Background: an optimization exercise with open tools, aiming at small area. Do not read the settings as production practice.
Only simulation tests tie the RTL to the original design; equivalence was not proved.
Power figures rest on the tool's default switching activity, not on a simulated workload.

### run.sh
#!/bin/bash
# synth_recipe.tcl (not shown) runs the flow's synth.tcl, then flattens the netlist and writes it again
# the make line also repeats each setting of config.mk as NAME=value (left out here)
make -C /OpenROAD-flow-scripts/flow DESIGN_CONFIG=/design/flow/config.mk WORK_HOME=/design/flow/orfs CLKGATE_MAP_FILE= SYNTH_SCRIPT=/design/flow/synth_recipe.tcl finish
### constraint.sdc
create_clock -name core_clock -period 10.0 [get_ports {clk}]
set_input_delay 2.0000 -clock core_clock [delete_from_list [all_inputs] [get_ports {clk}]]
set_output_delay 2.0000 -clock core_clock [all_outputs]
set_load 0.01 [all_outputs]
### config.mk
export PLATFORM = sky130hd
export DESIGN_NAME = iiitb_apb
export DESIGN_NICKNAME = iiitb_apb
export VERILOG_FILES = /design/flow/design.v
export SDC_FILE = /design/flow/constraint.sdc
export NUM_CORES = 4
export LEC_CHECK = 0
export CAP_MARGIN = 20
export CORE_MARGIN = 2
export CORE_UTILIZATION = 40
export SLEW_MARGIN = 20
### design.v
module apb_master(
                  addr,
                  data_valid,
                  data,
                  data_dir,
             read_out_data,
             transaction_done,
                  apb_clk,
                  apb_reset,
                  apb_write,
                  apb_selx,
                  apb_en,
                  apb_wdata,
                  apb_rdata,
                  apb_ready,
                  apb_addr,
  				  apb_tranerr
                 );
  input     [7:0]       addr;
  input                 data_valid;  
  input     [31:0]      data;
  input                 data_dir;
  output [31:0]      read_out_data;
  output            transaction_done;
  input                 apb_clk;
  input                 apb_reset;
  output                apb_write;
  output                apb_selx;
  output                apb_en;
  output   [31:0]       apb_wdata;
  input    [31:0]       apb_rdata;
  input                 apb_ready;
  output   [7:0]        apb_addr;
  output   				apb_tranerr;
  reg [31:0]      read_out_data;
  reg            transaction_done;
  reg                apb_write;
  reg                apb_selx;
  reg                apb_en;
  reg 				 apb_tranerr;
  reg   [31:0]       apb_wdata;
  reg   [7:0]        apb_addr;
  reg   [31:0]		 timeout_cnt;
  localparam [31:0]  timeout_limit = 20;
  parameter [1:0]IDLE=2'b00;
  parameter [1:0]SETUP=2'b01;
  parameter [1:0]ACCESS=2'b10;
  reg [2:0] present_state, next_state;
  always@(posedge apb_clk)
  begin
    if( (present_state == ACCESS) && (apb_ready != 1))
    begin
       timeout_cnt <= timeout_cnt+1;    
    end
    else
    begin
       timeout_cnt <= 0;    
    end
  end
  always@(*)
  begin
      next_state = IDLE;
      apb_selx = 0;
      apb_write = 0;
      apb_en = 0;
      apb_wdata = 0;
      apb_addr = 0;
      apb_tranerr = 0;
      case(present_state)
        IDLE:
        begin
       if(apb_reset)
            begin
                next_state=IDLE;
            end
            else if(data_valid == 1)
            begin
                next_state = SETUP;
            end
            else
            begin      
               next_state=IDLE;
            end        
        end
        SETUP:
        begin
            next_state = ACCESS;
            apb_selx = 1;
            apb_tranerr = 0;
            begin
            apb_addr = addr;
            if(data_dir == 1)
            begin
                apb_wdata = data;
                apb_write = 1;
            end
            else
            begin
               apb_wdata = 0;
               apb_write = 0;
            end
            end
        end
        ACCESS:
        begin
          if((apb_ready!=1) && (timeout_cnt>=timeout_limit))
             begin
               apb_tranerr = 1; 
               next_state = IDLE;
             end
            else if(apb_ready == 1)
             begin
                next_state = IDLE;
             end
             else
             begin
                next_state = ACCESS;
             end
             apb_selx = 1;
             apb_addr = addr;
             if(data_dir == 1)
             begin
                 apb_wdata = data;
                 apb_write = 1;
             end
             else
             begin
                apb_wdata = 0;
                apb_write = 0;
             end
             apb_en = 1;
        end
        default:
        begin
           next_state=IDLE;
        end
      endcase
  end  
  always @(posedge apb_clk)
  begin
    if(apb_reset == 1)
      present_state <= IDLE;
    else
      present_state <= next_state;    
  end  
  always @(posedge apb_clk)
  begin
    if( (present_state == ACCESS) && (apb_ready == 1) )
    begin
       transaction_done <=1;
      if(data_dir == 0)
      begin
        read_out_data <= apb_rdata;
      end
    end
    else
    begin
        transaction_done <= 0;
        read_out_data <= 0;
    end
  end
endmodule
module apb_slave(
                 apb_clk,
                 apb_reset,
                 apb_addr,
                 apb_write,
                 apb_en,
                 apb_wdata,
                 apb_rdata,
                 apb_selx,
                 apb_ready,
                 apb_slverr,
  				 wait_cycle
                );
  input apb_clk;
  input apb_reset;
  input [7:0]apb_addr;
  input [31:0]apb_wdata;
  input apb_en;
  output [31:0]apb_rdata;
  output apb_ready;
  output apb_slverr;
  input apb_selx;
  input apb_write;
  input [31:0]wait_cycle;
  reg [31:0]rdata_hold;
  reg [1:0]present_state;
  reg [1:0]next_state;
  reg [31:0]mem[31:0];
  reg apb_ready;
  reg apb_slverr;
  reg mem_rd;
  reg mem_wr;
  parameter [1:0]IDLE=2'b00;
  parameter [1:0]SETUP=2'b01;
  parameter [1:0]ACCESS=2'b10;
  reg  [31:0] l_cnt;
  always@(posedge apb_clk) begin
    if(apb_reset)
      present_state<=IDLE;
    else
      present_state<=next_state;
    if( (present_state == IDLE) && (apb_selx == 1))
    begin
       l_cnt <= l_cnt + 1;    
    end
    else
    begin
       l_cnt <= 0;    
    end
  end
  always@(*) begin
    next_state = IDLE;
    apb_ready  = 0;
    apb_slverr = 0;
    mem_rd = 0;
    mem_wr = 0;
    case(present_state)      
      IDLE:
      begin
          if( (apb_selx == 1) && (l_cnt >= wait_cycle))
          begin          
              next_state = SETUP;          
          end
          else
          begin
            next_state = IDLE;            
          end
          apb_ready  = 0;  
          apb_slverr = 0;    
      end
      SETUP:
      begin
         apb_ready = 0;
         apb_slverr = 0;    
         next_state = ACCESS;
         if(apb_selx == 0)
         begin
             next_state = IDLE;
         end        
      end      
      ACCESS:
      begin
          if( (apb_selx == 1) && (apb_en == 1))
          begin
              next_state = IDLE;
          end
          else if((apb_selx == 1) && (apb_en == 0))
          begin
            next_state = ACCESS;
          end
          else
          begin
            next_state = IDLE;
          end
          apb_ready = 1;          
          if( (apb_selx == 1) && (apb_en == 1))
          begin
             if(apb_addr > 31)
             begin
                apb_slverr = 1;
             end
             else if(apb_write == 0)
             begin
                 mem_rd = 1;
             end
             else
             begin
                 mem_wr = 1;
             end
          end
      end
      default :
      begin
        next_state=IDLE;
      end
    endcase
  end    
  assign apb_rdata = mem_rd ? mem[apb_addr[4:0]] : rdata_hold;
  always @(posedge apb_clk) begin
    if (mem_wr)
      mem[apb_addr[4:0]] <= apb_wdata;
    if (apb_reset)
      rdata_hold <= 0;
    else if (mem_rd)
      rdata_hold <= mem[apb_addr[4:0]];
  end
endmodule
module iiitb_apb (
  input         clk,
  input         reset,
  input  [7:0]  addr,
  input         data_valid,
  input  [31:0] data,
  input         data_dir,
  input  [31:0] wait_cycle,
  output [31:0] read_out_data,
  output        transaction_done,
  output        tranerr,
  output        slverr
);
  wire        apb_ready;
  wire        apb_selx;
  wire        apb_en;
  wire        apb_write;
  wire [7:0]  apb_addr;
  wire [31:0] apb_rdata;
  wire [31:0] apb_wdata;
  apb_master master (
    .addr(addr),
    .data_valid(data_valid),
    .data(data),
    .data_dir(data_dir),
    .transaction_done(transaction_done),
    .read_out_data(read_out_data),
    .apb_clk(clk),
    .apb_reset(reset),
    .apb_write(apb_write),
    .apb_selx(apb_selx),
    .apb_en(apb_en),
    .apb_wdata(apb_wdata),
    .apb_rdata(apb_rdata),
    .apb_ready(apb_ready),
    .apb_addr(apb_addr),
    .apb_tranerr(tranerr)
  );
  apb_slave slave (
    .apb_clk(clk),
    .apb_reset(reset),
    .apb_addr(apb_addr),
    .apb_write(apb_write),
    .apb_en(apb_en),
    .apb_wdata(apb_wdata),
    .apb_rdata(apb_rdata),
    .apb_selx(apb_selx),
    .apb_ready(apb_ready),
    .apb_slverr(slverr),
    .wait_cycle(wait_cycle)
  );
endmodule
==> impl_metrics.env, run 1 <==
export IMPL_reg2reg_from="master.present_state[0]"
export IMPL_syn2layout_area_growth_pct=14.9
export IMPL_antenna_found_initial=3
export IMPL_regArea_sq_um=33400
export IMPL_syn_inst=3029
export IMPL_die_w_um=344
export IMPL_fill_cells=9799
export IMPL_drc=0
export IMPL_cts_sinks=1157
export IMPL_crit_start="master.present_state[0]"
export IMPL_drive_gt1_frac=0.127
export IMPL_cts_buffers=116
export IMPL_hp_class="flip-flop to flip-flop"
export IMPL_start_kind="flip-flop"
export IMPL_avgSynthCellArea_sq_um=15.3
export IMPL_finalInstanceArea_sq_um=53100
export IMPL_synth_ff_type="edfxtp_1"
export IMPL_holdCritStartpoint="slave.l_cnt[0]"
export IMPL_clockBufferDepth=3
export IMPL_vias=29100
export IMPL_status="finished clean"
export IMPL_drt_pass1_iter_count=8
export IMPL_worst_path_buf_inv=5
export IMPL_fin_crit_ps=5560
export IMPL_tns_ps=0
export IMPL_grt_pass1_vias=27800
export IMPL_port_buffers=110
export IMPL_vias_per_cell=6.10
export IMPL_multiInputGateArea_sq_um=12000
export IMPL_finalHoldViolations=0
export IMPL_required_ps=10350
export IMPL_cap_violations=0
export IMPL_cp_max_fo=37
export IMPL_leakage_nw=17.9
export IMPL_worstSetupPathType="flip-flop to flip-flop"
export IMPL_cts_tree="yes"
export IMPL_worst_slew_pin_slew_ps=1150
export IMPL_crit_top_cell="buf_4"
export IMPL_setup_viol=0
export IMPL_die_h_um=344
export IMPL_netlist_area_sq_um=46200
export IMPL_cts_htree_levels=3
export IMPL_postRouteAntennaNets=0
export IMPL_routed_wl_um=146000
export IMPL_rsz0062_at_grt="false"
export IMPL_cp_cell_sequence="inv_1 -> ha_4 -> buf_4 -> clkinv_2 -> nor2_2 -> buf_4 -> nand2_1 -> nor2_4 -> buf_4"
export IMPL_async_flop_share=0
export IMPL_endpoint_kind="flip-flop"
export IMPL_finalWeightedCongestion=0.834
export IMPL_power_density_nw_per_um2=192
export IMPL_fp_row_count=124
export IMPL_diodes=0
export IMPL_hold_buffers=0
export IMPL_wl_per_cell_um=30.7
export IMPL_crit_family="buffers and inverters"
export IMPL_place_area_sq_um=49300
export IMPL_worst_ir_drop_vdd_uv=155
export IMPL_fmax_mhz=180
export IMPL_clk_pin_slew_worst_paths_ps=60
export IMPL_synth_cell_types=67
export IMPL_arrival_ps=5910
export IMPL_final_nets=3266
export IMPL_initial_utilization=0.403
export IMPL_drtIter0Drc=3918
export IMPL_maxSlewHeadroom=0.229
export IMPL_fin_crit_sh=0.556
export IMPL_grt_pass1_wl_um=206000
export IMPL_worstSkewPairLatency_ps=720
export IMPL_ys_seq_area_frac=0.723
export IMPL_grt_max_degree=89
export IMPL_grt_ovfl_total=0
export IMPL_worst_path_largest_cell_delay_ps=960
export IMPL_ys_seq_elements=1157
export IMPL_dieArea_sq_um=118000
export IMPL_clockRootBuffer="clkbuf_16"
export IMPL_post_cts_buffers=0
export IMPL_syn_nets=3144
export IMPL_ctsResizeCount=0
export IMPL_core_area_sq_um=115000
export IMPL_track_usage=0.244
export IMPL_yosys_warnings=2
export IMPL_synth_edff_count=1024
export IMPL_slowest_stage="nor2_4"
export IMPL_drv_slew=0
export IMPL_skew_ps=36.1
export IMPL_pin_count=111
export IMPL_hpwl_um=83200
[worst paths after layout]
check / to / slack, ps / depth (start not counted)
worst max register to register: slave.mem[27][5] / 4440 / 9
worst max-delay path: slave.mem[27][5] / 4440 / 9
worst min-delay path: slave.l_cnt[0] / 460 / 1
worst min register to register: slave.l_cnt[0] / 460 / 1
[power by group]
| part | internal, W | leakage (nW) | switching [W] |
|---|---|---|---|
| sequential | 0.00524 | 10.7 | 0.00000180 |
| combinational | 0.000175 | 5.36 | 0.000443 |
| clock | 0.00243 | 1.82 | 0.00188 |
| total | 0.00785 | 17.9 | 0.00233 |
[registers in the layout, summed over array words and instances, names as in the netlist]
name / cells
slave.mem: 1024
master.read_out_data: 32
master.timeout_cnt: 32
slave.l_cnt: 32
slave.rdata_hold: 32
master.present_state: 2
slave.present_state: 2
master.transaction_done: 1
[Yosys cell counts (all sizes together), types with 53 or more instances]
cell | count | area (sq um)
o21ai | 96 | 480
nor2 | 166 | 626
a21oi | 131 | 656
a221oi | 57 | 505
clkbuf | 95 | 357
edfxtp | 1024 | 30700
nand2 | 125 | 469
buf | 106 | 597
nand3 | 53 | 265
a211oi | 53 | 398
mux2i | 182 | 1820
o221ai | 54 | 473
dfxtp | 133 | 2660
mux2 | 97 | 1090
[worst reg2reg max path, delay by kind of cell (launching register included)]
kind,cells,cell delay [ps]
fa+ha+maj,1,660
flops,1,380
simple gates,3,1790
buf+inv,5,2340
[kinds of logic (layout without fill, tap and decap cells)]
kind of cell | after synthesis | in the layout | share of synthesized area
AO/OA/AOI/OAI | 671 | 671 | 0.101
XOR/XNOR | 46 | 46 | 0.00872
adder cells (fa/ha/maj) | 39 | 39 | 0.0106
buffers and inverters | 251 | 476 | 0.0247
flip-flops | 1157 | 1157 | 0.723
multiplexers | 298 | 298 | 0.0723
AND/OR/NAND/NOR | 567 | 567 | 0.0594
[cell type report]
type                            instances  area share
Multi-Input combinational cell       1621       0.226
Clock inverter                         58      0.0106
Tap cell                             1512      0.0356
Sequential cell                      1157       0.629
Clock buffer                          163      0.0599
Timing Repair Buffer                  205      0.0349
Inverter                               50     0.00358
[per-stage QoR]
step	hold WS, ps	util	power [W]	setup slack [ps]	cells
floorplan	430	-	0.00569	4910	3029
global placement	443	0.430	0.00595	4020	4543
detailed placement	453	0.431	0.00595	4030	4544
CTS	472	0.463	0.0102	4480	4765
global route	488	0.464	0.0104	4310	4766
finish	464	0.464	0.0102	4440	4766
[per-layer routing]
| layer | GRT usage | wire length, um | part of all wire |
|---|---|---|---|
| met5 | 0 | 12 | 0.000082 |
| met3 | 0.0471 | 14300 | 0.097 |
| met1 | 0.344 | 60700 | 0.41 |
| met2 | 0.383 | 66700 | 0.46 |
| met4 | 0.0783 | 4800 | 0.033 |
[cell usage in the layout, fill, tap and decap left out, drive strengths merged, types with 5 or more instances in the layout]
cell type | netlist | layout
edfxtp | 1024 | 1024
mux2i | 182 | 182
nor2 | 166 | 166
clkbuf | 95 | 163
dfxtp | 133 | 133
a21oi | 131 | 131
nand2 | 125 | 125
clkdlybuf4s50 | 0 | 105
buf | 106 | 100
mux2 | 97 | 97
o21ai | 96 | 96
a221oi | 57 | 57
o221ai | 54 | 54
inv | 50 | 54
a211oi | 53 | 53
nand3 | 53 | 53
o22ai | 50 | 50
and3 | 44 | 44
a21o | 41 | 41
nor2b | 41 | 41
clkinv | 0 | 41
a22oi | 39 | 39
ha | 39 | 39
nor3 | 38 | 38
o31ai | 30 | 30
nand4 | 29 | 29
a222oi | 27 | 27
o211ai | 26 | 26
xor2 | 25 | 25
xnor2 | 21 | 21
nor4 | 21 | 21
or3 | 19 | 19
mux4 | 19 | 19
a31oi | 18 | 18
a2111oi | 18 | 18
and2 | 10 | 10
bufinv | 0 | 8
and4 | 6 | 6
o2bb2ai | 6 | 6
clkinvlp | 0 | 5
==> run 2: changes to the inputs <==
==> design.v (replaced) <==
module apb_ring3 (
  input             clk,
  input      [1:0]  ph,      
  input      [2:0]  wsel,    
  input      [2:0]  rsel,    
  input      [31:0] wdata,
  output            we,
  output            re,
  output     [31:0] port
);
  reg [31:0] s0, s1, s2;
  assign we = (wsel[0] & (ph == 2'd0)) | (wsel[1] & (ph == 2'd1)) | (wsel[2] & (ph == 2'd2));
  assign re = (rsel[0] & (ph == 2'd0)) | (rsel[1] & (ph == 2'd1)) | (rsel[2] & (ph == 2'd2));
  assign port = s2;
  always @(posedge clk) begin
    s0 <= we ? wdata : s2;
    s1 <= s0;
    s2 <= s1;
  end
endmodule
module apb_ring2 (
  input             clk,
  input             ph,
  input      [1:0]  wsel,
  input      [1:0]  rsel,
  input      [31:0] wdata,
  output            we,
  output            re,
  output     [31:0] port
);
  reg [31:0] s0, s1;
  assign we = (wsel[0] & ~ph) | (wsel[1] & ph);
  assign re = (rsel[0] & ~ph) | (rsel[1] & ph);
  assign port = s1;
  always @(posedge clk) begin
    s0 <= we ? wdata : s1;
    s1 <= s0;
  end
endmodule
module iiitb_apb (
  input         clk,
  input         reset,
  input  [7:0]  addr,
  input         data_valid,
  input  [31:0] data,
  input         data_dir,
  input  [31:0] wait_cycle,
  output [31:0] read_out_data,
  output        transaction_done,
  output        tranerr,
  output        slverr
);
  reg        busy;       
  reg  [4:0] cnt;        
  reg        done;
  reg        done_rd;
  reg  [1:0] ph3;        
  reg        ph2;        
  reg [31:0] rdata;      
  wire le19 = ~|wait_cycle[31:5] & (wait_cycle[4:0] <= 5'd19);
  wire inr  = ~|addr[7:5];
  wire last = busy & (le19 ? (cnt == wait_cycle[4:0]) : (cnt == 5'd19));
  assign tranerr          = last & ~le19;
  assign slverr           = last & le19 & ~inr;
  assign transaction_done = done;
  assign read_out_data    = {32{done_rd}} & rdata;
  wire act = busy & le19 & inr;
  wire wr  = act & data_dir;
  wire rd  = act & ~data_dir;
  wire [31:0] dec = 32'd1 << addr[4:0];
  wire [31:0] wsel = {32{wr}} & dec;
  wire [31:0] rsel = {32{rd}} & dec;
  wire [10:0] we, re;
  wire [31:0] port [0:10];
  genvar r;
  generate
    for (r = 0; r < 10; r = r + 1) begin : ring
      apb_ring3 u (
        .clk(clk), .ph(ph3), .wsel(wsel[3*r+2:3*r]), .rsel(rsel[3*r+2:3*r]),
        .wdata(data), .we(we[r]), .re(re[r]), .port(port[r]));
    end
  endgenerate
  apb_ring2 ring10 (
    .clk(clk), .ph(ph2), .wsel(wsel[31:30]), .rsel(rsel[31:30]),
    .wdata(data), .we(we[10]), .re(re[10]), .port(port[10]));
  reg [31:0] rmux;
  integer k;
  always @(*) begin
    rmux = 32'd0;
    for (k = 0; k < 11; k = k + 1)
      rmux = rmux | ({32{re[k]}} & port[k]);
  end
  always @(posedge clk) begin
    busy    <= ~reset & (busy ? ~last : data_valid);
    cnt     <= busy ? cnt + 5'd1 : 5'd30;
    done    <= last & le19;
    done_rd <= last & le19 & ~data_dir;
    ph3     <= ph3[1] ? 2'd0 : ph3 + 2'd1;
    ph2     <= ~ph2;
    if (reset)
      rdata <= 32'd0;
    else if (|re)
      rdata <= rmux;
  end
endmodule
--- a/config.mk
+++ b/config.mk
@@ -7,5 +7,6 @@
 export LEC_CHECK = 0
 export CAP_MARGIN = 20
 export CORE_MARGIN = 2
-export CORE_UTILIZATION = 40
+export CORE_UTILIZATION = 60
+export CTS_BUF_LIST = sky130_fd_sc_hd__clkbuf_4
 export SLEW_MARGIN = 20
==> run 2 against run 1 <==
Still clean on timing, DRC and antenna. Final area fell by 36%. Global-route usage rose by 3.5 points. Cell count fell by 36%. Flip-flop and latch count fell by 90. Via count fell by 42%. Register-to-register slack improved by 1300 ps. Synthesized cell count fell by 34%. Power fell by 25%. Critical endpoint is now slverr.
==> impl_metrics.env, run 2 <==
export IMPL_status="finished clean"
export IMPL_grt_ovfl_total=0
export IMPL_wl_per_cell_um=22.7
export IMPL_cp_num_cells=9
export IMPL_maxSlewHeadroom=0.258
export IMPL_setup_ws_ps=3010
export IMPL_ys_seq_elements=1067
export IMPL_synth_top_area_frac=0.733
export IMPL_synth_edff_count=0
export IMPL_fp_row_count=80
export IMPL_hold_buffers=0
export IMPL_pin_count=111
export IMPL_grt_pass1_wl_um=104000
export IMPL_grt_max_degree=49
export IMPL_clockBufferDepth=3
export IMPL_cap_violations=0
export IMPL_reg2reg_to="rdata[9]"
export IMPL_syn2layout_area_growth_pct=16.4
export IMPL_syn_inst=1985
export IMPL_synth_most_common_cell="dfxtp_1"
export IMPL_vias=16800
export IMPL_final_common_cell="dfxtp_1"
export IMPL_start_kind="primary input"
export IMPL_worst_path_buf_inv=3
export IMPL_drtIter0Drc=1362
export IMPL_cts_tree="yes"
export IMPL_cp_cell_sequence="clkdlybuf4s50_1 -> nor4_1 -> nand4_1 -> o31ai_1 -> nand3_1 -> nor4_1 -> buf_4 -> o31a_1 -> clkdlybuf4s50_1"
export IMPL_track_usage=0.280
export IMPL_synth_top_cells_by_count="dfxtp_1 (1067), mux2_2 (345), clkbuf_1 (69), a222oi_1 (59), buf_2 (53)"
export IMPL_drt_pass1_iter_count=6
export IMPL_postRouteAntennaNets=0
export IMPL_cts_htree_levels=4
export IMPL_rsz0062_at_grt="false"
export IMPL_crit_family="simple AND/OR/NAND/NOR gates"
export IMPL_routed_wl_um=69400
export IMPL_initial_utilization=0.609
export IMPL_final_nets=2315
export IMPL_leakage_nw=13.8
export IMPL_grt_pass1_vias=17500
export IMPL_yosys_warnings=3
export IMPL_dieArea_sq_um=50300
export IMPL_crit_start="wait_cycle[31]"
export IMPL_fmax_mhz=143
export IMPL_mostFrequentLayoutCells="dfxtp_1 (1067), clkbuf_4 (364), mux2_2 (345), clkdlybuf4s50_1 (109), clkinv_1 (60)"
export IMPL_drv_slew=0
export IMPL_worstSetupPathType="primary input to primary output"
export IMPL_avgSynthCellArea_sq_um=14.7
export IMPL_drc=0
export IMPL_yosysTopAreaCell="dfxtp_1"
export IMPL_finalHoldViolations=0
export IMPL_reg2reg_from="busy"
export IMPL_top_layer="met5"
export IMPL_tns_ps=0
export IMPL_cts_sinks=1067
export IMPL_power_density_nw_per_um2=226
export IMPL_die_h_um=224
export IMPL_largest_registers="ring.u.s0 x320, ring.u.s1 x320, ring.u.s2 x320"
export IMPL_endpoint_kind="primary output"
export IMPL_worst_slew_pin_slew_ps=1110
export IMPL_antenna_found_initial=6
export IMPL_die_w_um=224
export IMPL_worst_path_largest_cell_delay_ps=530
export IMPL_post_cts_buffers=0
export IMPL_arrival_ps=4990
export IMPL_total_power_w=0.00768
export IMPL_reg2reg_slack_ps=5720
export IMPL_place_inst=2610
export IMPL_synth_ff_type="dfxtp_1"
export IMPL_setup_viol=0
export IMPL_skew_ps=43.4
export IMPL_synth_cell_types=67
export IMPL_hold_ws_ps=308
export IMPL_ctsResizeCount=0
export IMPL_dp_slack_ps=3070
export IMPL_syn_nets=2065
export IMPL_wl_met3_um=4640
export IMPL_fin_crit_sh=0.699
export IMPL_port_buffers=110
export IMPL_required_ps=8000
export IMPL_async_flop_share=0
export IMPL_hp_class="flip-flop to flip-flop"
export IMPL_fin_cells=3056
export IMPL_core_area_sq_um=47800
export IMPL_fin_crit_ps=6990
export IMPL_synthTopCellsByArea="dfxtp_1 (73%), mux2_2 (13%), a222oi_1 (2.0%)"
export IMPL_slowest_stage="clkdlybuf4s50_1"
export IMPL_finalWeightedCongestion=0.797
export IMPL_reg2regPathDepth=8
export IMPL_drive_gt1_frac=0.329
export IMPL_clk_pin_slew_worst_paths_ps=70
export IMPL_hpwl_um=36100
export IMPL_crit_end="slverr"
export IMPL_ys_seq_area_frac=0.733
export IMPL_drt_met1_wl_um=31700
export IMPL_cts_buffers=238
export IMPL_clockRootBuffer="clkbuf_4"
export IMPL_worst_ir_drop_vdd_uv=144
export IMPL_cp_max_fo=6
export IMPL_vias_per_cell=5.49
export IMPL_netlist_area_sq_um=29100
export IMPL_worstSkewPairLatency_ps=1090
export IMPL_routed_wl_met2_um=31200
## run 2: cell types whose count changed in the layout (fill, tap and decap cells not counted), moves of 126 or more
cell	delta
edfxtp_1	-1024
dfxtp_1	+934
clkbuf_4	+364
mux2_2	+290
mux2i_1	-181
nor2_1	-126
## run 2: cells by family after synthesis
group | count (synthesis) | synth area share
AOI/OAI and AO/OA | 238 | 0.0696
and+or+nand+nor | 173 | 0.0349
xor gates and xnor gates | 5 | 0.00150
muxes | 355 | 0.138
buffers and inverters | 143 | 0.0213
adders and majority gates | 4 | 0.00172
DFF | 1067 | 0.733
## run 2: report_power, final
part           leakage, nW  internal, W   total, W  switching, W
clock                 1.85      0.00174    0.00334       0.00160
combinational         3.34    0.0000357  0.0000879     0.0000521
sequential            8.59      0.00425    0.00425    0.00000317
## run 2: how the worst min path moves through the flow
stage | end | from | slack, ps | depth (start not counted)
6_report | ring10.s1[14] | ring10.s0[14] | 310 | 0
4_1_cts | ring[0].u.s2[6] | ring[0].u.s1[6] | 290 | 0
5_1_grt | ring[8].u.s1[20] | ring[8].u.s0[20] | 290 | 0
3_3_place_gp | ring[9].u.s1[18] | ring[9].u.s0[18] | 310 | 0
2_1_floorplan | ring10.s1[0] | ring10.s0[0] | 310 | 0
3_5_place_dp | ring[0].u.s1[21] | ring[0].u.s0[21] | 310 | 0
## run 2: area by class of cell
type | count | area (sq um)
diodes | 6 | 15.0
clock buffers | 364 | 2730
clock inverters | 76 | 387
fillers | 3460 | 13900
inverters | 11 | 41.3
multi-input cells | 775 | 7270
flip-flops and latches | 1067 | 21400
well taps | 615 | 769
repair buffers | 142 | 1340
## run 2: metrics by stage
stage / instance area, sq um / util
5_1_grt: 33900 / 0.709
4_1_cts: 33900 / 0.708
2_1_floorplan: 29100 / -
3_3_place_gp: 30800 / 0.643
6_report: 33900 / 0.709
3_5_place_dp: 30800 / 0.643
## run 2: per-layer routing
| layer | global-route usage | vias to the layer above |
|---|---|---|
| li1 | - | 7711 |
| met1 | 0.374 | 8359 |
| met2 | 0.426 | 580 |
| met3 | 0.0788 | 122 |
| met4 | 0.123 | 4 |
| met5 | 0 | - |
## run 2: worst reg2reg max path, cell delays in order (launching register included)
cell	delay (ps)
dfxtp_1	590
nor4b_1	850
nor2b_1	350
and3_2	210
buf_4	570
and2_1	790
buf_4	390
a221oi_1	150
a311oi_1	290
==> run 3: changes to the inputs <==
--- a/config.mk
+++ b/config.mk
@@ -8,5 +8,6 @@
 export CAP_MARGIN = 20
 export CORE_MARGIN = 2
 export CORE_UTILIZATION = 60
-export CTS_BUF_LIST = sky130_fd_sc_hd__clkbuf_4
+export CTS_BUF_LIST = sky130_fd_sc_hd__clkbuf_8
+export CTS_CLUSTER_SIZE = 30
 export SLEW_MARGIN = 20
==> run 3 against run 2 <==
Still clean. Routed wire length decreased by 0.98%. Clock-buffer cell count decreased by 159. Die area unchanged. Largest cell class unchanged.
==> impl_metrics.env, run 3 <==
export IMPL_status="finished clean"
export IMPL_grt_ovfl_total=0
export IMPL_synthAdderAreaFrac=0.00172
export IMPL_cp_max_fo=6
export IMPL_worst_ir_drop_vdd_uv=160
export IMPL_rsz0062_at_grt="false"
export IMPL_synth_edff_count=0
export IMPL_largest_registers="ring.u.s0 x320, ring.u.s1 x320, ring.u.s2 x320"
export IMPL_final_core_util=0.709
export IMPL_fin_cells=2888
export IMPL_die_h_um=224
export IMPL_worst_path_largest_cell_delay_ps=530
export IMPL_clockRootBuffer="clkbuf_8"
export IMPL_yosysTopAreaCell="dfxtp_1"
export IMPL_muxShareOfSynthArea=0.138
export IMPL_netlist_area_sq_um=29100
export IMPL_fin_crit_ps=7060
export IMPL_final_nets=2233
export IMPL_synth_top_cells_by_count="dfxtp_1 (1067), mux2_2 (345), clkbuf_1 (69), a222oi_1 (59), buf_2 (53)"
export IMPL_synth_xor_area_frac=0.00150
export IMPL_worst_slew_pin_slew_ps=1110
export IMPL_hp_class="flip-flop to flip-flop"
export IMPL_hold_ws_ps=312
export IMPL_crit_family="simple AND/OR/NAND/NOR gates"
export IMPL_finalWeightedCongestion=0.797
export IMPL_grt_pass1_vias=16700
export IMPL_final_common_cell="dfxtp_1"
export IMPL_cap_violations=0
export IMPL_drt_pass1_iter_count=5
export IMPL_fin_crit_sh=0.706
export IMPL_synth_top_area_frac=0.733
export IMPL_tns_ps=0
export IMPL_finalHoldViolations=0
export IMPL_pin_count=111
export IMPL_synth_ff_type="dfxtp_1"
export IMPL_port_buffers=110
export IMPL_ctsResizeCount=0
export IMPL_leakage_nw=13.7
export IMPL_synth_cell_types=67
export IMPL_wl_per_cell_um=23.8
export IMPL_synthSimpleGateAreaFrac=0.0349
export IMPL_fp_row_count=80
export IMPL_mostFrequentLayoutCells="dfxtp_1 (1067), mux2_2 (345), clkbuf_8 (205), clkdlybuf4s50_1 (109), inv_1 (66)"
export IMPL_post_cts_buffers=0
export IMPL_drive_gt1_frac=0.283
export IMPL_place_inst=2610
export IMPL_clockBufferDepth=3
export IMPL_clk_pin_slew_worst_paths_ps=60
export IMPL_drv_slew=0
export IMPL_initial_utilization=0.609
export IMPL_postRouteAntennaNets=0
export IMPL_power_density_nw_per_um2=228
export IMPL_drc=0
export IMPL_hold_buffers=0
export IMPL_endpoint_kind="primary output"
export IMPL_cts_buffers=156
export IMPL_avgSynthCellArea_sq_um=14.7
export IMPL_syn_inst=1985
export IMPL_setup_viol=0
export IMPL_worst_path_buf_inv=3
export IMPL_drtIter0Drc=1345
export IMPL_async_flop_share=0
export IMPL_cts_sinks=1067
export IMPL_fmax_mhz=142
export IMPL_cp_cell_sequence="clkdlybuf4s50_1 -> nor4_1 -> nand4_1 -> o31ai_1 -> nand3_1 -> nor4_1 -> buf_4 -> o31a_1 -> clkdlybuf4s50_1"
export IMPL_cts_htree_levels=4
export IMPL_core_area_sq_um=47800
export IMPL_vias_per_cell=5.63
export IMPL_start_kind="primary input"
export IMPL_track_usage=0.275
export IMPL_slowest_stage="clkdlybuf4s50_1"
export IMPL_grt_pass1_wl_um=102000
export IMPL_synthTopCellsByArea="dfxtp_1 (73%), mux2_2 (13%), a222oi_1 (2.0%)"
export IMPL_arrival_ps=5060
export IMPL_routed_wl_um=68700
export IMPL_syn2layout_area_growth_pct=16.4
export IMPL_dieArea_sq_um=50300
export IMPL_die_w_um=224
export IMPL_synth_top_family_by_area="multiplexers"
export IMPL_worstSkewPairLatency_ps=780
export IMPL_maxSlewHeadroom=0.263
export IMPL_synth_most_common_cell="dfxtp_1"
export IMPL_required_ps=8000
export IMPL_syn_nets=2065
export IMPL_grt_max_degree=49
export IMPL_ys_seq_elements=1067
export IMPL_vias=16300
export IMPL_worstSetupPathType="primary input to primary output"
export IMPL_synth_compound_area_frac=0.0696
export IMPL_skew_ps=20.8
export IMPL_yosys_warnings=3
export IMPL_ys_seq_area_frac=0.733
export IMPL_cts_tree="yes"
export IMPL_hpwl_um=36100
export IMPL_antenna_found_initial=4
-- run 3: cell counts after synthesis --
No cell type changed its count.
-- run 3: worst register-to-register path, stage by stage, from the launching register on --
cell,delay (ps)
dfxtp_1,570
nor4b_1,900
nor2b_1,350
and3_2,210
buf_4,580
and2_1,810
buf_4,390
a221oi_1,150
a311oi_1,280
-- run 3: final cells by class --
cell class | count | area (sq um)
flip-flops and latches | 1067 | 21400
clock inverters | 71 | 307
well taps | 615 | 769
inverters | 11 | 41.3
clock buffers | 205 | 2820
fillers | 3401 | 13900
multi-input cells | 775 | 7270
diodes | 2 | 5.00
repair buffers | 142 | 1340
-- run 3: final timing paths --
path	from	to	slack (ps)	depth (start not counted)
setup / recovery	wait_cycle[31]	slverr	2940	9
hold / removal	ring[1].u.s1[16]	ring[1].u.s2[16]	310	0
setup reg to reg	busy	rdata[9]	5670	8
hold reg to reg	ring[1].u.s1[16]	ring[1].u.s2[16]	310	0
-- run 3: layer usage --
layer,track usage,vias to the layer above,share of wire
met5,0,-,0.00038
met4,0.119,4,0.030
met3,0.0614,153,0.061
met2,0.422,540,0.45
met1,0.377,8131,0.46
li1,-,7422,-
-- run 3: power breakdown --
| group | leakage, nW | total [W] | switching [W] | internal, W |
|---|---|---|---|---|
| combinational | 3.34 | 0.0000877 | 0.0000520 | 0.0000357 |
| sequential | 8.59 | 0.00426 | 0.00000310 | 0.00425 |
| clock | 1.81 | 0.00338 | 0.00156 | 0.00182 |
| total | 13.7 | 0.00772 | 0.00161 | 0.00611 |
-- run 3: stage by stage --
stage | cell area, sq um | power, W | setup WS [ps]
finish | 33900 | 0.00772 | 2940
global route | 33900 | 0.00797 | 2760
CTS | 33900 | 0.00779 | 3050
detailed placement | 30800 | 0.00444 | 3070
global placement | 30800 | 0.00443 | 3240
floorplan | 29100 | 0.00438 | 4590
-- run 3: kinds of logic (layout without fill, tap and decap cells) --
| logic type | Yosys count | after routing |
|---|---|---|
| buffers and inverters | 143 | 429 |
| other | 0 | 2 |
| adder cells (fa/ha/maj) | 4 | 4 |
| flip-flops | 1067 | 1067 |
| AND/OR/NAND/NOR | 173 | 173 |
| AO/OA/AOI/OAI | 238 | 238 |
| multiplexers | 355 | 355 |
| XOR/XNOR | 5 | 5 |
==> run 4: changes to the inputs <==
--- a/config.mk
+++ b/config.mk
@@ -7,7 +7,5 @@
 export LEC_CHECK = 0
 export CAP_MARGIN = 20
 export CORE_MARGIN = 2
-export CORE_UTILIZATION = 60
-export CTS_BUF_LIST = sky130_fd_sc_hd__clkbuf_8
-export CTS_CLUSTER_SIZE = 30
+export CORE_UTILIZATION = 40
 export SLEW_MARGIN = 20
==> run 4 against run 3 <==
Critical path depth down 1. Highest routed layer unchanged. Clock-buffer cell count down 59. Synthesized area unchanged. Global-route usage down 9.0 points. Critical endpoint unchanged. First-iteration DRC count down 3.0%.
==> impl_metrics.env, run 4 <==
export IMPL_finalHoldViolations=0
export IMPL_ys_seq_elements=1067
export IMPL_fmax_mhz=146
export IMPL_track_usage=0.186
export IMPL_largest_registers="ring.u.s0 x320, ring.u.s1 x320, ring.u.s2 x320"
export IMPL_final_common_cell="dfxtp_1"
export IMPL_die_w_um=274
export IMPL_worst_ir_drop_vdd_uv=139
export IMPL_netlist_area_sq_um=29100
export IMPL_yosysTopAreaCell="dfxtp_1"
export IMPL_drt_pass1_iter_count=5
export IMPL_synth_top_family_by_area="multiplexers"
export IMPL_vias=15800
export IMPL_synth_top_area_frac=0.733
export IMPL_syn2layout_area_growth_pct=19.6
export IMPL_hpwl_um=37600
export IMPL_synth_most_common_cell="dfxtp_1"
export IMPL_ctsResizeCount=0
export IMPL_synthTopCellsByArea="dfxtp_1 (73%), mux2_2 (13%), a222oi_1 (2.0%)"
export IMPL_fin_crit_ps=6830
export IMPL_postRouteAntennaNets=0
export IMPL_synth_edff_count=0
export IMPL_tns_ps=0
export IMPL_worstSkewPairLatency_ps=660
export IMPL_cts_htree_levels=3
export IMPL_core_area_sq_um=71900
export IMPL_hold_buffers=0
export IMPL_rsz0062_at_grt="false"
export IMPL_mostFrequentLayoutCells="dfxtp_1 (1067), mux2_2 (345), clkdlybuf4s50_1 (109), clkbuf_16 (103), a222oi_1 (59)"
export IMPL_die_h_um=274
export IMPL_clk_pin_slew_worst_paths_ps=60
export IMPL_antenna_found_initial=2
export IMPL_clockRootBuffer="clkbuf_16"
export IMPL_place_area_sq_um=31200
export IMPL_start_kind="primary input"
export IMPL_muxShareOfSynthArea=0.138
export IMPL_syn_nets=2065
export IMPL_vias_per_cell=5.04
export IMPL_async_flop_share=0
export IMPL_grt_pass1_vias=16200
export IMPL_finalInstanceArea_sq_um=34800
export IMPL_yosys_warnings=3
export IMPL_fin_cells=3130
export IMPL_routed_wl_um=70200
export IMPL_synth_compound_area_frac=0.0696
export IMPL_wl_per_cell_um=22.4
export IMPL_maxSlewHeadroom=0.300
export IMPL_cap_violations=0
export IMPL_initial_utilization=0.406
export IMPL_synth_ff_type="dfxtp_1"
export IMPL_skew_ps=29.9
export IMPL_avgSynthCellArea_sq_um=14.7
export IMPL_synthSimpleGateAreaFrac=0.0349
export IMPL_ys_seq_area_frac=0.733
export IMPL_fp_row_count=98
export IMPL_required_ps=8000
export IMPL_synth_xor_area_frac=0.00150
export IMPL_drive_gt1_frac=0.268
export IMPL_setup_viol=0
export IMPL_place_inst=2942
export IMPL_dieArea_sq_um=75000
export IMPL_endpoint_kind="primary output"
export IMPL_diodes=0
export IMPL_status="finished clean"
export IMPL_pin_count=111
export IMPL_grt_pass1_wl_um=104000
export IMPL_synth_cell_types=67
export IMPL_drv_slew=0
export IMPL_cts_sinks=1067
export IMPL_final_nets=2175
export IMPL_drc=0
export IMPL_clockBufferDepth=3
export IMPL_syn_inst=1985
export IMPL_grt_ovfl_total=0
export IMPL_cp_max_fo=6
export IMPL_hp_class="flip-flop to flip-flop"
export IMPL_finalWeightedCongestion=0.794
export IMPL_cts_tree="yes"
export IMPL_power_density_nw_per_um2=241
export IMPL_grt_max_degree=34
export IMPL_fin_crit_sh=0.683
export IMPL_hold_ws_ps=309
export IMPL_synthAdderAreaFrac=0.00172
export IMPL_port_buffers=110
export IMPL_cts_buffers=101
export IMPL_total_power_w=0.00841
export IMPL_arrival_ps=4830
export IMPL_worst_slew_pin_slew_ps=1050
export IMPL_leakage_nw=13.7
export IMPL_synth_top_cells_by_count="dfxtp_1 (1067), mux2_2 (345), clkbuf_1 (69), a222oi_1 (59), buf_2 (53)"
export IMPL_worstSetupPathType="primary input to primary output"
export IMPL_drtIter0Drc=1305
export IMPL_post_cts_buffers=0
==> run 4: cell counts after synthesis <==
No cell type changed its count.
==> run 4: critical path, stage by stage <==
cell and delay (ps):
clkdlybuf4s50_1 420, nor4_1 380, nand4_1 310, o31ai_1 350
nand3_1 160, nor4_1 440, o31a_1 240, clkdlybuf4s50_1 530
==> run 4: layout make-up <==
class / count / area (sq um)
flip-flops and latches: 1067 / 21400
well taps: 950 / 1190
clock inverters: 42 / 694
multi-input cells: 775 / 7280
inverters: 11 / 41.3
fillers: 6226 / 37000
clock buffers: 146 / 2960
repair buffers: 139 / 1310
==> run 4: per-layer routing <==
metal	vias up	share of wire	routed length, um	global-route usage
met3	111	0.056	3960	0.0363
met4	4	0.021	1450	0.0525
met1	7968	0.47	33200	0.260
li1	7276	-	-	-
met5	-	0.00028	20	0
met2	416	0.45	31600	0.292
==> run 4: cell families after synthesis <==
logic type / count (synthesis)
xor gates and xnor gates: 5
buffers and inverters: 143
AOI/OAI and AO/OA: 238
muxes: 355
and+or+nand+nor: 173
DFF: 1067
adders and majority gates: 4
==> run 4: final timing paths <==
| path | cells past startpoint | slack [ps] | start | end |
|---|---|---|---|---|
| worst min-delay path | 0 | 310 | ring[7].u.s1[14] | ring[7].u.s2[14] |
| worst max register to register | 10 | 6480 | ph3[1] | rdata[26] |
| worst min register to register | 0 | 310 | ring[7].u.s1[14] | ring[7].u.s2[14] |
| worst max-delay path | 8 | 3170 | wait_cycle[5] | slverr |
==> run 4: through the flow <==
stage          utilization  setup WS (ps)
6_report             0.485           3170
5_1_grt              0.485           3020
4_1_cts              0.485           3250
3_5_place_dp         0.434           3280
3_3_place_gp         0.434           3400
2_1_floorplan            -           4590
==> run 4: report_power, final <==
| part | total (W) | switching, W | internal (W) |
|---|---|---|---|
| Clock | 0.00407 | 0.00159 | 0.00248 |
| Sequential | 0.00425 | 0.00000289 | 0.00425 |
| Combinational | 0.0000887 | 0.0000527 | 0.0000360 |
==> run 5: changes to the inputs <==
==> flow/run.sh (new file) <==
#!/bin/bash
# Layout: the standard ORFS flow (standard.sh), with two changes:
#  - port buffers are the smallest buffer cell (buffer_ports -buffer_cell),
#  - clock tree synthesis without dummy loads and with its own buffer list
#    and sink clustering (CTS_ARGS, read by ORFS's cts.tcl).
# Each tool's output goes to a log file in the work folder.
set -euo pipefail
here=$(cd "$(dirname "$0")" && pwd)
export BUFFER_PORTS_ARGS="$(cat "$here/buffer_ports.args")"
export CTS_ARGS="$(cat "$here/cts.args")"
bash standard.sh finish > flow_standard.log 2>&1
==> flow/buffer_ports.args (new file) <==
-buffer_cell sky130_fd_sc_hd__buf_1
==> flow/cts.args (new file) <==
-sink_clustering_enable -repair_clock_nets -dont_use_dummy_load -buf_list {sky130_fd_sc_hd__clkbuf_4 sky130_fd_sc_hd__clkbuf_8} -sink_clustering_size 20 -sink_clustering_max_diameter 60
==> standard.sh (new file) <==
#!/bin/bash
# synth_recipe.tcl (not shown) runs the flow's synth.tcl, then flattens the netlist and writes it again
# the make line also repeats each setting of config.mk as NAME=value (left out here)
make -C /OpenROAD-flow-scripts/flow DESIGN_CONFIG=/design/flow/config.mk WORK_HOME=/design/flow/orfs CLKGATE_MAP_FILE= SYNTH_SCRIPT=/design/flow/synth_recipe.tcl "${@:-finish}"
--- a/config.mk
+++ b/config.mk
@@ -7,5 +7,5 @@
 export LEC_CHECK = 0
 export CAP_MARGIN = 20
 export CORE_MARGIN = 2
-export CORE_UTILIZATION = 40
+export CORE_UTILIZATION = 60
 export SLEW_MARGIN = 20
removed: run.sh
==> run 5 against run 4 <==
Sequential power barely moved. Via count shrank 2.8%. Power is 28% lower. Worst setup slack improved by 690 ps. Critical path type unchanged. Synthesized cell count is the same. Largest cell class unchanged. Highest routed layer unchanged.
==> impl_metrics.env, run 5 <==
export IMPL_leakage_nw=12.1
export IMPL_tns_ps=0
export IMPL_setup_viol=0
export IMPL_drive_gt1_frac=0.235
export IMPL_start_kind="primary input"
export IMPL_syn_inst=1985
export IMPL_syn_nets=2065
export IMPL_worst_ir_drop_vdd_uv=142
export IMPL_worst_slew_pin_slew_ps=1160
export IMPL_core_area_sq_um=47800
export IMPL_synth_top_area_frac=0.733
export IMPL_power_share_clock=0.286
export IMPL_power_density_nw_per_um2=196
export IMPL_cts_buffers=60
export IMPL_pin_count=111
export IMPL_hold_buffers=0
export IMPL_ctsResizeCount=0
export IMPL_synth_xor_area_frac=0.00150
export IMPL_synth_top_cells_by_count="dfxtp_1 (1067), mux2_2 (345), clkbuf_1 (69), a222oi_1 (59), buf_2 (53)"
export IMPL_drt_pass1_iter_count=6
export IMPL_diodes=0
export IMPL_clk_pin_slew_worst_paths_ps=110
export IMPL_swShare=0.206
export IMPL_combPwrFrac=0.011
export IMPL_initial_utilization=0.609
export IMPL_synth_edff_count=0
export IMPL_synth_most_common_cell="dfxtp_1"
export IMPL_largest_registers="ring.u.s0 x320, ring.u.s1 x320, ring.u.s2 x320"
export IMPL_worstSetupPathType="primary input to primary output"
export IMPL_fin_crit_ps=6140
export IMPL_ys_seq_elements=1067
export IMPL_vias=15300
export IMPL_synthAdderAreaFrac=0.00172
export IMPL_cp_max_fo=6
export IMPL_final_nets=2135
export IMPL_dieArea_sq_um=50300
export IMPL_port_buffers=110
export IMPL_fp_row_count=80
export IMPL_skew_ps=54.6
export IMPL_intPower_w=0.00481
export IMPL_seqPwrFrac=0.703
export IMPL_hp_class="flip-flop to flip-flop"
export IMPL_cts_sinks=1067
export IMPL_yosys_warnings=3
export IMPL_arrival_ps=4140
export IMPL_cts_htree_levels=2
export IMPL_fmax_mhz=163
export IMPL_mostFrequentLayoutCells="dfxtp_1 (1066), mux2_2 (345), buf_1 (109), clkbuf_8 (60), a222oi_1 (59)"
export IMPL_p_sw_w=0.00124
export IMPL_rsz0062_at_grt="false"
export IMPL_status="finished clean"
export IMPL_synthTopCellsByArea="dfxtp_1 (73%), mux2_2 (13%), a222oi_1 (2.0%)"
export IMPL_routed_wl_um=66900
export IMPL_hpwl_um=35700
export IMPL_track_usage=0.265
export IMPL_cap_violations=0
export IMPL_yosysTopAreaCell="dfxtp_1"
export IMPL_grt_pass1_vias=15300
export IMPL_clockRootBuffer="clkbuf_8"
export IMPL_netlist_area_sq_um=29100
export IMPL_syn2layout_area_growth_pct=6.07
export IMPL_antenna_found_initial=1
export IMPL_fin_crit_sh=0.614
export IMPL_async_flop_share=0
export IMPL_place_area_sq_um=30100
export IMPL_clockBufferDepth=3
export IMPL_synth_compound_area_frac=0.0696
export IMPL_post_cts_buffers=0
export IMPL_die_w_um=224
export IMPL_drc=0
export IMPL_postRouteAntennaNets=0
export IMPL_ys_seq_area_frac=0.733
export IMPL_endpoint_kind="primary output"
export IMPL_synth_cell_types=67
export IMPL_synth_ff_type="dfxtp_1"
export IMPL_die_h_um=224
export IMPL_cts_tree="yes"
export IMPL_worstSkewPairLatency_ps=710
export IMPL_reg2reg_slack_ps=6180
export IMPL_wl_per_cell_um=25.1
export IMPL_drtIter0Drc=1215
export IMPL_final_common_cell="dfxtp_1"
export IMPL_total_power_w=0.00605
export IMPL_grt_pass1_wl_um=98800
export IMPL_drv_slew=0
export IMPL_finalWeightedCongestion=0.762
export IMPL_avgSynthCellArea_sq_um=14.7
export IMPL_synthSimpleGateAreaFrac=0.0349
export IMPL_required_ps=8000
export IMPL_maxSlewHeadroom=0.229
export IMPL_vias_per_cell=5.75
export IMPL_finalInstanceArea_sq_um=30900
export IMPL_muxShareOfSynthArea=0.138
export IMPL_synth_top_family_by_area="multiplexers"
export IMPL_finalHoldViolations=0
export IMPL_grt_ovfl_total=0
export IMPL_grt_max_degree=48
run 5: cell types whose count changed in the layout (fill, tap and decap cells not counted), sizes merged:
cell,change
clkdlybuf4s50,-109
bufinv,-16
clkinv,-22
clkbuf,-85
clkinvlp,-4
buf,+109
run 5: area by class of cell:
cell class	count	area [sq um]
clock buffer	60	826
fill	3645	16900
inverter	11	41.3
multi-input combinational	775	7270
sequential	1067	21400
tap	615	769
timing repair buffer	140	639
run 5: cell families after synthesis:
kind of cell    after synthesis
compound gates              238
simple gates                173
buf+inv                     143
mux                         355
xor+xnor                      5
flops                      1067
fa+ha+maj                     4
run 5: per-stage QoR:
| stage | worst slack, ps | utilization | cells | hold WS, ps |
|---|---|---|---|---|
| 3_5_place_dp | 3840 | 0.629 | 2608 | 312 |
| 2_1_floorplan | 4590 | - | 1985 | 310 |
| 6_report | 3860 | 0.646 | 2668 | 263 |
| 5_1_grt | 3640 | 0.646 | 2668 | 263 |
| 3_3_place_gp | 3960 | 0.629 | 2608 | 310 |
| 4_1_cts | 3820 | 0.646 | 2668 | 265 |
run 5: final timing paths:
check | startpoint | to | cells past startpoint
setup / recovery | wait_cycle[28] | slverr | 9
hold reg to reg | ring[4].u.s0[21] | ring[4].u.s1[21] | 0
setup reg to reg | busy | ring[1].u.s0[27] | 5
hold / removal | ring[4].u.s0[21] | ring[4].u.s1[21] | 0
run 5: power by group through the flow:
stage          clock network, W  registers, W  logic (W)
2_1_floorplan                 0       0.00435  0.0000349
5_1_grt                 0.00192       0.00425  0.0000737
6_report                0.00173       0.00425  0.0000684
3_5_place_dp                  0       0.00435  0.0000675
4_1_cts                 0.00177       0.00425  0.0000677
3_3_place_gp                  0       0.00435  0.0000665
run 5: critical path, stage by stage:
cell	delay (ps)
buf_1	70
nor4_1	370
nand4_1	460
nor3_1	360
o22ai_1	150
nor4_1	240
buf_4	200
o31a_1	130
buf_1	150
run 5: layer usage:
metal / vias up / routed length [um] / global-route usage
met5: - / 11 / 0
met4: 2 / 1530 / 0.0709
met3: 118 / 3980 / 0.0401
met2: 452 / 30100 / 0.418
met1: 7669 / 31300 / 0.382
li1: 7096 / - / -
==> run 6: changes to the inputs <==
==> flow/cts.args (replaced) <==
-sink_clustering_enable -repair_clock_nets -dont_use_dummy_load -buf_list {sky130_fd_sc_hd__clkbuf_8} -sink_clustering_size 16 -sink_clustering_max_diameter 50
==> run 6 against run 5 <==
Routed wire length about the same. Clock skew is 10 ps lower. Worst setup slack got worse by 20 ps. Largest power group unchanged. Global-route usage grew 0.28 points. Cell count grew 0.67%. Register-to-register slack is essentially flat. Synthesized cell count did not move. Core utilization grew 0.49 points. Worst hold slack better by 40 ps. Synthesized area unchanged. Combinational power barely moved. Fmax is 0.32% lower.
==> impl_metrics.env, run 6 <==
export IMPL_yosysTopAreaCell="dfxtp_1"
export IMPL_drtIter0Drc=1225
export IMPL_fin_crit_ps=6160
export IMPL_final_nets=2152
export IMPL_reg2reg_slack_ps=6180
export IMPL_status="finished clean"
export IMPL_place_area_sq_um=30100
export IMPL_cts_buffers=77
export IMPL_pin_count=111
export IMPL_finalWeightedCongestion=0.762
export IMPL_worstSkewPairLatency_ps=690
export IMPL_drc=0
export IMPL_crit_family="simple AND/OR/NAND/NOR gates"
export IMPL_grt_max_degree=48
export IMPL_netlist_area_sq_um=29100
export IMPL_synth_cell_types=67
export IMPL_final_common_cell="dfxtp_1"
export IMPL_yosys_warnings=3
export IMPL_synth_edff_count=0
export IMPL_maxSlewHeadroom=0.239
export IMPL_die_h_um=224
export IMPL_async_flop_share=0
export IMPL_clockRootBuffer="clkbuf_8"
export IMPL_hpwl_um=35700
export IMPL_grt_pass1_vias=15400
export IMPL_post_cts_buffers=0
export IMPL_track_usage=0.267
export IMPL_cp_max_fo=6
export IMPL_synth_top_cells_by_count="dfxtp_1 (1067), mux2_2 (345), clkbuf_1 (69), a222oi_1 (59), buf_2 (53)"
export IMPL_syn_inst=1985
export IMPL_leakage_nw=12.2
export IMPL_drive_gt1_frac=0.242
export IMPL_rsz0062_at_grt="false"
export IMPL_avgSynthCellArea_sq_um=14.7
export IMPL_syn2layout_area_growth_pct=6.88
export IMPL_syn_nets=2065
export IMPL_routed_wl_um=67000
export IMPL_finalHoldViolations=0
export IMPL_core_area_sq_um=47800
export IMPL_initial_utilization=0.609
export IMPL_synth_top_area_frac=0.733
export IMPL_worst_path_largest_cell_delay_ps=460
export IMPL_power_density_nw_per_um2=200
export IMPL_hold_buffers=0
export IMPL_ys_seq_area_frac=0.733
export IMPL_ys_seq_elements=1067
export IMPL_fin_crit_sh=0.616
export IMPL_cts_sinks=1067
export IMPL_clockBufferDepth=3
export IMPL_endpoint_kind="primary output"
export IMPL_hp_class="flip-flop to flip-flop"
export IMPL_mostFrequentLayoutCells="dfxtp_1 (1066), mux2_2 (345), buf_1 (109), clkbuf_8 (77), a222oi_1 (59)"
export IMPL_skew_ps=44.4
export IMPL_setup_viol=0
export IMPL_clk_pin_slew_worst_paths_ps=100
export IMPL_vias=15400
export IMPL_die_w_um=224
export IMPL_port_buffers=110
export IMPL_start_kind="primary input"
export IMPL_worst_slew_pin_slew_ps=1140
export IMPL_vias_per_cell=5.75
export IMPL_grt_ovfl_total=0
export IMPL_postRouteAntennaNets=0
export IMPL_cts_tree="yes"
export IMPL_drv_slew=0
export IMPL_cp_cell_sequence="buf_1 -> nor4_1 -> nand4_1 -> nor3_1 -> o22ai_1 -> nor4_1 -> buf_4 -> o31a_1 -> buf_1"
export IMPL_grt_pass1_wl_um=99300
export IMPL_synth_ff_type="dfxtp_1"
export IMPL_antenna_found_initial=2
export IMPL_worst_path_buf_inv=3
export IMPL_synthTopCellsByArea="dfxtp_1 (73%), mux2_2 (13%), a222oi_1 (2.0%)"
export IMPL_drt_pass1_iter_count=6
export IMPL_synth_most_common_cell="dfxtp_1"
export IMPL_reg2regPathDepth=5
export IMPL_setup_ws_ps=3840
export IMPL_cts_htree_levels=3
export IMPL_required_ps=8000
export IMPL_ctsResizeCount=0
export IMPL_holdPathStages=0
export IMPL_wl_per_cell_um=24.9
export IMPL_slowest_stage="nand4_1"
export IMPL_dp_slack_ps=3840
export IMPL_dieArea_sq_um=50300
export IMPL_worstSetupPathType="primary input to primary output"
export IMPL_fp_row_count=80
export IMPL_cap_violations=0
export IMPL_tns_ps=0
export IMPL_worst_ir_drop_vdd_uv=149
export IMPL_finalInstanceArea_sq_um=31100
export IMPL_cp_num_cells=9
export IMPL_largest_registers="ring.u.s0 x320, ring.u.s1 x320, ring.u.s2 x320"
export IMPL_arrival_ps=4160
export IMPL_fmax_mhz=162
==> run 6: stage by stage <==
stage	util	cells	total power (W)	hold slack, ps
floorplan	-	1985	0.00438	310
global placement	0.629	2608	0.00442	310
detailed placement	0.629	2608	0.00442	312
CTS	0.651	2685	0.00628	302
global route	0.651	2686	0.00644	309
finish	0.651	2686	0.00623	302
==> run 6: worst reg2reg max path: stages (launching register included) <==
cell and delay, ps:
dfxtp_1 620, nor4b_1 850, and3_1 620, and2_2 580, buf_4 610, mux2_2 440
==> run 6: cells by family (layout without fill, tap and decap cells) <==
family | Yosys count | in the layout | synth area share
and+or+nand+nor | 173 | 173 | 0.0349
muxes | 355 | 355 | 0.138
xor gates and xnor gates | 5 | 5 | 0.00150
buffers and inverters | 143 | 228 | 0.0213
DFF | 1067 | 1067 | 0.733
other | 0 | 1 | 0
AOI/OAI and AO/OA | 238 | 238 | 0.0696
adders and majority gates | 4 | 4 | 0.00172
==> run 6: power by group <==
part	internal [W]	leakage, nW	total, W	switching, W
combinational	0.0000167	3.06	0.0000683	0.0000516
clock	0.000693	0.554	0.00191	0.00122
sequential	0.00425	8.59	0.00425	0.00000312
==> run 6: routing by layer <==
metal  track usage  routed length, um  share of wire  vias to the layer above
li1              -                  -              -                     7149
met1         0.384              31400           0.47                     7735
met2         0.419              30500           0.45                      439
met3        0.0451               3650          0.055                      112
met4        0.0754               1460          0.022                        2
met5             0                 11        0.00016                        -
==> run 6: worst paths after layout <==
path,startpoint,end
max,wait_cycle[28],slverr
min,ring[4].u.s1[0],ring[4].u.s2[0]
max reg2reg,busy,ring[1].u.s0[20]
min reg2reg,ring[4].u.s1[0],ring[4].u.s2[0]
==> run 6: layout make-up <==
type / count / area [sq um]
multi-input combinational: 775 / 7270
timing repair buffer: 140 / 639
antenna: 1 / 2.50
fill: 3634 / 16700
sequential: 1067 / 21400
clock buffer: 77 / 1060
tap: 615 / 769
inverter: 11 / 41.3
==> run 7: changes to the inputs <==
==> flow/cts.args (replaced) <==
-sink_clustering_enable -repair_clock_nets -dont_use_dummy_load -buf_list {sky130_fd_sc_hd__clkbuf_4 sky130_fd_sc_hd__clkbuf_8} -sink_clustering_size 12 -sink_clustering_max_diameter 40
==> run 7 against run 6 <==
Combinational power increased by 0.6%. Sequential power barely moved. Flip-flop and latch count unchanged. Clock-buffer cell count grew 39. Worst hold slack worse by 16 ps. Critical path depth unchanged. Cell count is 1.4% higher. Register-to-register slack got worse by 30 ps. Clock skew rose by 21 ps. Global-route usage is 0.20 points higher. Synthesized area stayed put. Critical endpoint unchanged. Largest cell class unchanged.
==> impl_metrics.env, run 7 <==
export IMPL_status="finished clean"
export IMPL_die_h_um=224
export IMPL_drtIter0Drc=1115
export IMPL_cts_buffers=116
export IMPL_vias=15700
export IMPL_synth_cell_types=67
export IMPL_netlist_area_sq_um=29100
export IMPL_skew_ps=65.0
export IMPL_endpoint_kind="primary output"
export IMPL_reg2reg_slack_ps=6150
export IMPL_antenna_found_initial=1
export IMPL_rsz0062_at_grt="false"
export IMPL_setup_viol=0
export IMPL_min_to="ring[0].u.s2[27]"
export IMPL_grt_pass1_vias=15800
export IMPL_largest_registers="ring.u.s0 x320, ring.u.s1 x320, ring.u.s2 x320"
export IMPL_ctsResizeCount=0
export IMPL_drc=0
export IMPL_yosys_warnings=3
export IMPL_synth_top_area_frac=0.733
export IMPL_ys_seq_elements=1067
export IMPL_final_common_cell="dfxtp_1"
export IMPL_clockBufferDepth=3
export IMPL_arrival_ps=4190
export IMPL_syn_inst=1985
export IMPL_grt_ovfl_total=0
export IMPL_fin_crit_sh=0.619
export IMPL_post_cts_buffers=0
export IMPL_cap_violations=0
export IMPL_core_area_sq_um=47800
export IMPL_drive_gt1_frac=0.256
export IMPL_worst_ir_drop_vdd_uv=155
export IMPL_worstSetupPathType="primary input to primary output"
export IMPL_async_flop_share=0
export IMPL_worst_path_buf_inv=3
export IMPL_vias_per_cell=5.75
export IMPL_cp_cell_sequence="buf_1 -> nor4_1 -> nand4_1 -> o31ai_1 -> nand3_1 -> nor4_1 -> buf_4 -> o31a_1 -> buf_1"
export IMPL_reg2regPathDepth=5
export IMPL_hold_buffers=0
export IMPL_power_density_nw_per_um2=210
export IMPL_worstSkewPairLatency_ps=720
export IMPL_grt_max_degree=48
export IMPL_slowest_stage="nand4_1"
export IMPL_pin_count=111
export IMPL_postRouteAntennaNets=0
export IMPL_fp_row_count=80
export IMPL_cts_sinks=1067
export IMPL_mostFrequentLayoutCells="dfxtp_1 (1066), mux2_2 (345), clkbuf_8 (116), buf_1 (109), a222oi_1 (59)"
export IMPL_routed_wl_um=67700
export IMPL_start_kind="primary input"
export IMPL_diodes=0
export IMPL_initial_utilization=0.609
export IMPL_wl_per_cell_um=24.8
export IMPL_worst_path_largest_cell_delay_ps=480
export IMPL_syn_nets=2065
export IMPL_tns_ps=0
export IMPL_hpwl_um=35700
export IMPL_synth_ff_type="dfxtp_1"
export IMPL_fin_crit_ps=6190
export IMPL_synthTopCellsByArea="dfxtp_1 (73%), mux2_2 (13%), a222oi_1 (2.0%)"
export IMPL_required_ps=8000
export IMPL_reg2reg_to="ring[1].u.s0[16]"
export IMPL_dieArea_sq_um=50300
export IMPL_maxSlewHeadroom=0.234
export IMPL_die_w_um=224
export IMPL_grt_pass1_wl_um=100000
export IMPL_syn2layout_area_growth_pct=8.72
export IMPL_finalHoldViolations=0
export IMPL_holdPathStages=0
export IMPL_leakage_nw=12.5
export IMPL_clockRootBuffer="clkbuf_8"
export IMPL_port_buffers=110
export IMPL_synth_most_common_cell="dfxtp_1"
export IMPL_yosysTopAreaCell="dfxtp_1"
export IMPL_ys_seq_area_frac=0.733
export IMPL_hp_class="flip-flop to flip-flop"
export IMPL_reg2reg_from="busy"
export IMPL_drv_slew=0
export IMPL_holdCritStartpoint="ring[0].u.s1[27]"
export IMPL_avgSynthCellArea_sq_um=14.7
export IMPL_worst_slew_pin_slew_ps=1150
export IMPL_track_usage=0.269
export IMPL_final_nets=2191
export IMPL_cts_tree="yes"
export IMPL_fmax_mhz=161
export IMPL_hold_ws_ps=287
export IMPL_synth_top_cells_by_count="dfxtp_1 (1067), mux2_2 (345), clkbuf_1 (69), a222oi_1 (59), buf_2 (53)"
export IMPL_finalWeightedCongestion=0.762
export IMPL_cp_max_fo=6
export IMPL_clk_pin_slew_worst_paths_ps=70
export IMPL_cts_htree_levels=3
export IMPL_drt_pass1_iter_count=5
export IMPL_crit_family="simple AND/OR/NAND/NOR gates"
export IMPL_synth_edff_count=0
run 7: changes by cell type in the layout (fill, tap and decap cells not counted), sizes merged:
| cell | change |
|---|---|
| clkbuf | +39 |
| diode | -1 |
run 7: worst max-delay path by stage:
stage                         from      to  slack, ps  cells past startpoint
detailed placement  wait_cycle[28]  slverr       3840                      9
floorplan            wait_cycle[6]  slverr       4590                      6
finish              wait_cycle[28]  slverr       3810                      9
CTS                 wait_cycle[28]  slverr       3820                      9
global placement    wait_cycle[21]  slverr       3960                      9
global route        wait_cycle[20]  slverr       3640                      9
run 7: cell type report:
class | instances | area, sq um
flip-flops and latches | 1067 | 21400
multi-input cells | 775 | 7270
clock buffers | 116 | 1600
repair buffers | 140 | 639
inverters | 11 | 41.3
well taps | 615 | 769
fillers | 3595 | 16200
run 7: worst reg2reg max path, cell delays in order, from the launching register on:
cell and delay [ps]:
dfxtp_1 600, nor4b_1 850, and3_1 630, and2_2 580
buf_4 630, mux2_2 430
run 7: cells by family (layout without fill, tap and decap cells):
family,after synthesis,in the layout,synth area share
flops,1067,1067,0.733
simple gates,173,173,0.0349
fa+ha+maj,4,4,0.00172
compound gates,238,238,0.0696
mux,355,355,0.138
buf+inv,143,267,0.0213
xor+xnor,5,5,0.00150
run 7: routing by layer:
metal,part of all wire,vias to the layer above,global-route usage,wire length (um)
li1,-,7207,-,-
met1,0.47,7872,0.384,31900
met2,0.45,452,0.422,30600
met3,0.055,121,0.0483,3690
met4,0.023,2,0.0808,1540
met5,0.00016,-,0,11
run 7: report_power, final:
part | internal (W) | switching (W) | leakage (nW)
logic | 0.0000167 | 0.0000520 | 3.06
clock network | 0.00102 | 0.00130 | 0.834
registers | 0.00425 | 0.00000310 | 8.59
total | 0.00529 | 0.00135 | 12.5
run 7: through the flow:
step           cell area (sq um)  cells  total power [W]  utilization  setup WS (ps)
3_3_place_gp               30100   2608          0.00442        0.629           3960
3_5_place_dp               30100   2608          0.00442        0.629           3840
4_1_cts                    31700   2724          0.00669        0.662           3820
5_1_grt                    31700   2724          0.00686        0.662           3640
2_1_floorplan              29100   1985          0.00438            -           4590
6_report                   31700   2724          0.00664        0.662           3810

## separate check: timing with driven ports
No port has a modelled driver above. Below, the same layouts with a new extraction and two added sets of constraints.
Step 1 assumes that a clkbuf_16 drives the clock port and a buf_2 every other input.
Step 2, shift: input delay + t, output delay - t, t = (earliest + latest rising clock arrival at the registers) / 2. This alone moves slack from input paths to output paths.
a / b / c = ideal / step 1 / step 2; a / b = the first two.
run	shift t [ns]	slack for setup (ns)	worst setup path after step 2
run 1	0.768	4.439 / 4.418 / 3.780	input to register
run 2	1.122	3.006 / 2.980 / 2.980	input to output
run 3	0.827	2.940 / 2.914 / 2.914	input to output
run 4	0.707	3.171 / 3.145 / 3.145	input to output
run 5	0.736	3.857 / 3.835 / 3.835	input to output
run 6	0.720	3.838 / 3.815 / 3.815	input to output
run 7	0.740	3.806 / 3.783 / 3.783	input to output
After both steps every run listed still meets setup and hold. For run 1, which loses most, drivers alone change the setup slack by -0.021 ns; drivers and shift together by -0.659 ns.
